This is an optimization exercise on Yosys and OpenROAD, whose aim is small area, a short achievable clock period and few clock cycles per item, not a production implementation. Function was checked by simulation only, so behaviour that the tests miss may differ from the original. Power figures rest on the tool's default switching activity, not on a simulated workload.

[flow/design.v]
module svmstorage(clk,dataIn,address,read,write,dataOut);
input signed [8:0] dataIn;
output signed[8:0] dataOut;
input clk;
input [7:0]address;
input read;
input write;
reg signed[8:0] memory[0:120];
wire signed[8:0] dataOut;
assign dataOut=read?memory[address]:9'b0;
always@(posedge clk)
	begin
	if(write)
		memory[address]<=dataIn;
	end
endmodule
module testDataModule(clk,dataIn,address,read,write,dataOut);
input signed [1:0]  dataIn;
output signed [1:0] dataOut;
input clk;
input [8:0]address;
input read;
input write;
reg signed [1:0] memory[0:10];
wire signed [1:0] dataOut;
assign dataOut=read?memory[address]:2'b0;
always@(posedge clk)
	begin
	if(write)
		memory[address]<=dataIn;
	end
endmodule
module fsm_Hand(clk,rst,start,ready,result,write1,write2,SVMin,datain);
input clk,rst,start;
input write1;
input write2;
input signed [8:0] SVMin;
input signed [1:0]datain;
output result;
output ready;
reg ready;
reg read1,read2;
reg result;
reg signed[15:0] reg_step1;
reg signed[15:0] step2_last;
reg signed[15:0] last;
reg[6:0]state;
parameter IDLE=7'b0000000,setdata=7'b0000001,setdata2=7'b0000010,step1=7'b0000100,step2=7'b0001000,step3=7'b0010000,finish=7'b0100000;
parameter bias=8'b11111111;
wire signed [8:0] svmOut;
wire signed [1:0] dataOut;
reg[7:0]i;
reg[8:0]j,k,l; 
always@(posedge clk or negedge rst)
	if(!rst)
		begin
			ready<=0;
			result<=0;
			i<=0;
			j<=0;
			k<=0;
			reg_step1<=0;		
			step2_last<=0;
			last<=0;
			state<=IDLE;
			read1<=0;
			read2<=0;
		end
	else
		case(state)
			IDLE:begin
				if(start)
					begin
						state<=setdata;
						ready<=0;
						result<=0;
						i<=0;
						j<=0;
						k<=0;
						reg_step1<=0;		
						step2_last<=0;
						last<=0;
						read1<=0;
						read2<=0;	
					end
				else
					state<=IDLE;
			     end
			setdata:begin
					if(write1)
						begin
							if(i==120)
								begin
									i<=i-120;
									state<=setdata2;
									read1<=1;
								end
							else
							begin
								i<=i+1;
								state<=setdata;
							end
						end 
				end
			setdata2:begin
					if(write2)
						begin
							if(j==10)
								begin
									state<=step1;
									read2<=1;
									j<=j-10;
								end
							else
								begin
									j<=j+1;		
									state<=setdata2;
								end
						end
				 end
			step1:begin
				if(j==11)
					begin
						state<=step2;	
						j<=j+k-11;
					end
				else
				   begin
					i<=i+1; 
					j<=j+1; 
					reg_step1<=reg_step1+svmOut*dataOut;
					state<=step1;
				   end
			      end
			step2:begin
				if(k==11)
				  begin
					state<=step3;
				  end
				else
				   begin
					k<=k+1; 
					step2_last<=step2_last+reg_step1*dataOut;
					reg_step1<=0;
					state<=step1;
					j<=j-k;						
				   end
			      end
			step3:begin
				last<=step2_last+bias;
				state<=finish;
			      end
			finish:begin
				ready<=1;
				if(last>0)
					result<=1;
				else
					result<=0;
				state<=IDLE;
			       end
		endcase
svmstorage  svmdata(.clk(clk),.address(i),.read(read1),.write(write1),.dataIn(SVMin),.dataOut(svmOut));
testDataModule testdata(.clk(clk),.address(j),.read(read2),.write(write2),.dataIn(datain),.dataOut(dataOut));
endmodule
[flow/run.sh]
#!/bin/bash
# synth_recipe.tcl (not shown) runs the flow's synth.tcl, then flattens the netlist and writes it again
# the make line also repeats each setting of config.mk as NAME=value (left out here)
make -C /OpenROAD-flow-scripts/flow DESIGN_CONFIG=/design/flow/config.mk WORK_HOME=/design/flow/orfs CLKGATE_MAP_FILE= SYNTH_SCRIPT=/design/flow/synth_recipe.tcl finish
[flow/config.mk]
export PLATFORM = sky130hd
export DESIGN_NAME = fsm_Hand
export DESIGN_NICKNAME = fsm_Hand
export VERILOG_FILES = /design/flow/design.v
export SDC_FILE = /design/flow/constraint.sdc
export NUM_CORES = 4
export LEC_CHECK = 0
export CAP_MARGIN = 20
export CORE_MARGIN = 2
export CORE_UTILIZATION = 40
export SLEW_MARGIN = 20
[flow/constraint.sdc]
create_clock -name core_clock -period 7.0 [get_ports {clk}]
set_input_delay 1.4000 -clock core_clock [delete_from_list [all_inputs] [get_ports {clk}]]
set_output_delay 1.4000 -clock core_clock [all_outputs]
set_load 0.01 [all_outputs]
==> flow_metrics.tcl <==
set metrics [dict create \
    outcome "no timing/DRC/antenna violations" \
    h-tree-depth 3 \
    final-max-slew-violation-count 0 \
    clkLatencyLatePin_ns 0.74 \
    die_x_um 358 \
    swShare 0.203 \
    end_kind "register" \
    start_kind "register" \
    cts_buffer_depth 3 \
    ant_nets 0 \
    fill_cells 10900 \
    nets 3658 \
    worst_path_most_repeated_cell "a21oi_1" \
    powerDensity_nw_per_um2 254 \
    syn_nets 3579 \
    dp_cells 5058 \
    regArea_um2 35500 \
    busiest_layer "met2" \
    r2r_start "i[1]" \
    clock.fmax_ghz 0.152 \
    cts_root_buf "clkbuf_16" \
    holdWs_ns 0.481 \
    gr-usage-met3 0.0420 \
    finalHoldViolations 0 \
    final_common_cell "edfxtp_1" \
    first_global_vias 30300 \
    fin_util 0.457 \
    fp-row-count 129 \
    crit_end "reg_step1[14]" \
    grt_overflow 0 \
    firstDrtPassIters 7 \
    slew_headroom 0.156 \
    netlist_area_um2 50100 \
    reg2regPathDepth 25 \
    slowest_stage "dfrtp_4" \
    synth_async_sr_flop_share 0.0703 \
    syn_inst 3464 \
    die_area_um2 128000 \
    core_um2 124000 \
    path_max_fanout 39 \
    clockPowerShare 0.444 \
    place_congestion 0.889 \
    worstSetupPathType "register to register" \
    setup_viol 0 \
    cts_sinks 1195 \
    dp_hpwl_um 91300 \
    holdPathStages 2 \
    post_cts_resized 0 \
    rr_endpoint "reg_step1[14]" \
    min_period_over_period 0.939 \
    p_comb_frac 0.015 \
    synth_seq_cells 1195 \
    grt_first_pass_wirelength_um 214000 \
    min_path_type "register to register" \
    power.internal_mw 11.5 \
    layout_common_cells "1111 x edfxtp_1, 246 x nor2_1, 240 x a21oi_1, 226 x nand2_1, 181 x o21ai_0" \
    p_leak_nw 19.6 \
    layout-drive-gt1-share 0.128 \
    critical_path.max_stage_delay_ns 0.59 \
    wl_per_cell_um 28.0 \
    post-route-min-period_ns 6.57 \
    top_level_ports 18 \
    finalWirelength_um 148000 \
    arrival_ns 7.15 \
    min_from "last[13]" \
    multi_input_area_um2 13400 \
    synthFlopType "edfxtp_1" \
    post-cts-setup-buffers 0 \
    num_vias 31600 \
    port_buffers 17 \
    grt_antenna_before_repair 1 \
    regToRegSetupSlack_ns 0.43 \
    synth_edf_count 1111 \
    tightest_slew_ns 1.26 \
    grt_usage 0.229 \
    clk_pin_slew_ns 0.06 \
    cts_hold_buf 0 \
    cp-startpoint "i[1]" \
    cap_violations 0 \
    finalClockSkew_ns 0.0603 \
    avgSynthCellArea_um2 14.5 \
    cp.required_ns 7.58 \
    viasPerCell 5.98 \
    cts_buffers 116 \
    tritoncts "built" \
    fin_cells 5280 \
    p_sw_mw 2.93 \
    max-vdd-ir-drop_mv 0.224 \
    ys_types 83 \
    initial_core_util 0.404 \
    grtUsageMet1 0.323 \
    yosysWarnings 3 \
    drc 0 \
    syn2layout_area_growth_pct 13.1 \
    detail_route.iter0.violations 4358 \
    use_met2 0.357 \
    p_seq_frac 0.542 \
    antenna_cells 0 \
    grt_setup_unrepaired "no" \
    die-height_um 358 \
    grt_start_max_net_pins 91 \
    setup_tns_ns 0 \
    synth-seq-area-share 0.708 \
]
[state kept, by name, indices dropped and copies added, names as in the netlist]
| register | count |
|---|---|
| testdata.memory | 22 |
| read1 | 1 |
| last | 16 |
| ready | 1 |
| state | 6 |
| j | 9 |
| i | 8 |
| result | 1 |
| svmdata.memory | 1089 |
| step2_last | 16 |
| reg_step1 | 16 |
| read2 | 1 |
| k | 9 |
[layout make-up]
| class | instances | area share |
|---|---|---|
| tap | 1637 | 0.0361 |
| clock inverter | 75 | 0.0139 |
| clock buffer | 143 | 0.0543 |
| timing repair buffer | 165 | 0.0256 |
| sequential | 1195 | 0.626 |
| inverter | 121 | 0.00801 |
| multi-input combinational | 1944 | 0.236 |
[kinds of logic (layout without fill, tap and decap cells)]
logic type,Yosys count,count (layout),synth area share
xor+xnor,70,70,0.0122
simple gates,733,733,0.0649
buf+inv,325,504,0.0277
mux,176,176,0.0457
compound gates,866,866,0.113
flops,1195,1195,0.708
fa+ha+maj,99,99,0.0286
[worst min path at each step]
stage / slack [ns] / endpoint
4_1_cts: 0.49 / last[13]
5_1_grt: 0.51 / last[8]
6_report: 0.48 / last[13]
3_3_place_gp: 0.46 / ready
3_5_place_dp: 0.47 / last[13]
2_1_floorplan: 0.45 / last[0]
[stage by stage]
stage               total power [mW]  cell area (µm²)  setup WS (ns)
finish                          14.4            56700          0.428
CTS                             14.5            56600          0.237
global placement                8.17            52700          0.240
global route                    14.7            56700          0.179
detailed placement              8.17            52800          0.306
floorplan                       8.01            50100           1.70
[synthesized netlist by cell type, drive strengths merged (17+ instances only)]
cell type,count,share of area
a211oi,23,0.0034
a21oi,240,0.024
a221oi,83,0.015
a22o,30,0.0052
a22oi,167,0.025
buf,104,0.011
clkbuf,100,0.0075
dfrtp,84,0.042
edfxtp,1111,0.67
fa,26,0.010
ha,73,0.018
inv,119,0.0089
mux2,43,0.0097
mux2i,95,0.019
mux4,38,0.017
nand2,227,0.017
nand2b,21,0.0026
nand3,97,0.0097
nor2,260,0.020
nor3,42,0.0043
nor4,17,0.0022
o21ai,183,0.018
xnor2,52,0.0091
xor2,18,0.0031
[critical path: cells and delay by family (launching register included)]
kind / cells / cell delay [ns]
AO/OA/AOI/OAI: 14 / 3.22
adder cells (fa/ha/maj): 2 / 0.80
buffers and inverters: 4 / 0.90
flip-flops: 1 / 0.59
AND/OR/NAND/NOR: 5 / 0.82
[routing by layer]
metal  wire (µm)  share of wire  up-vias
li1            -              -    13500
met3       13700          0.093      313
met2       67800           0.46     1790
met1       60800           0.41    15900
met5           0              0        -
met4        5450          0.037        0
[power groups by stage]
stage / combinational [mW] / sequential [mW] / clock [mW]
after global routing: 0.226 / 7.81 / 6.72
after floorplan: 0.0488 / 7.96 / 0
after global placement: 0.205 / 7.96 / 0
final: 0.211 / 7.81 / 6.40
after CTS: 0.210 / 7.81 / 6.45
after detailed placement: 0.210 / 7.96 / 0
Testbench counts, summed over its fixed seeds: cycles 55,872, items 192.

## what the ideal ports hide
Ports are ideal in the flow. The routed layout listed here was re-timed in OpenROAD. Step 1: set_driving_cell puts a clkbuf_16 on clk and a buf_2 on each other input, an assumption about the parent block. Step 2 adds t to the input delays and takes it off the output delays; t is the mean of the earliest and latest rising clock arrival at the registers after step 1. Input paths then give back, and output paths get back, about the clock's delay inside the block. Slacks: ideal / step 1 / step 2; pairs: ideal / step 1.
t, ns: 0.788
setup WS [ns]: 0.428 / 0.428 / 0.428
hold WS [ns]: 0.481 / 0.481 / 0.481
pins driven straight from the clock port: 1
After both steps setup and hold are still met in this run. The setup slack of this run moves by 0.000 ns with the drivers and by 0.000 ns with both steps.
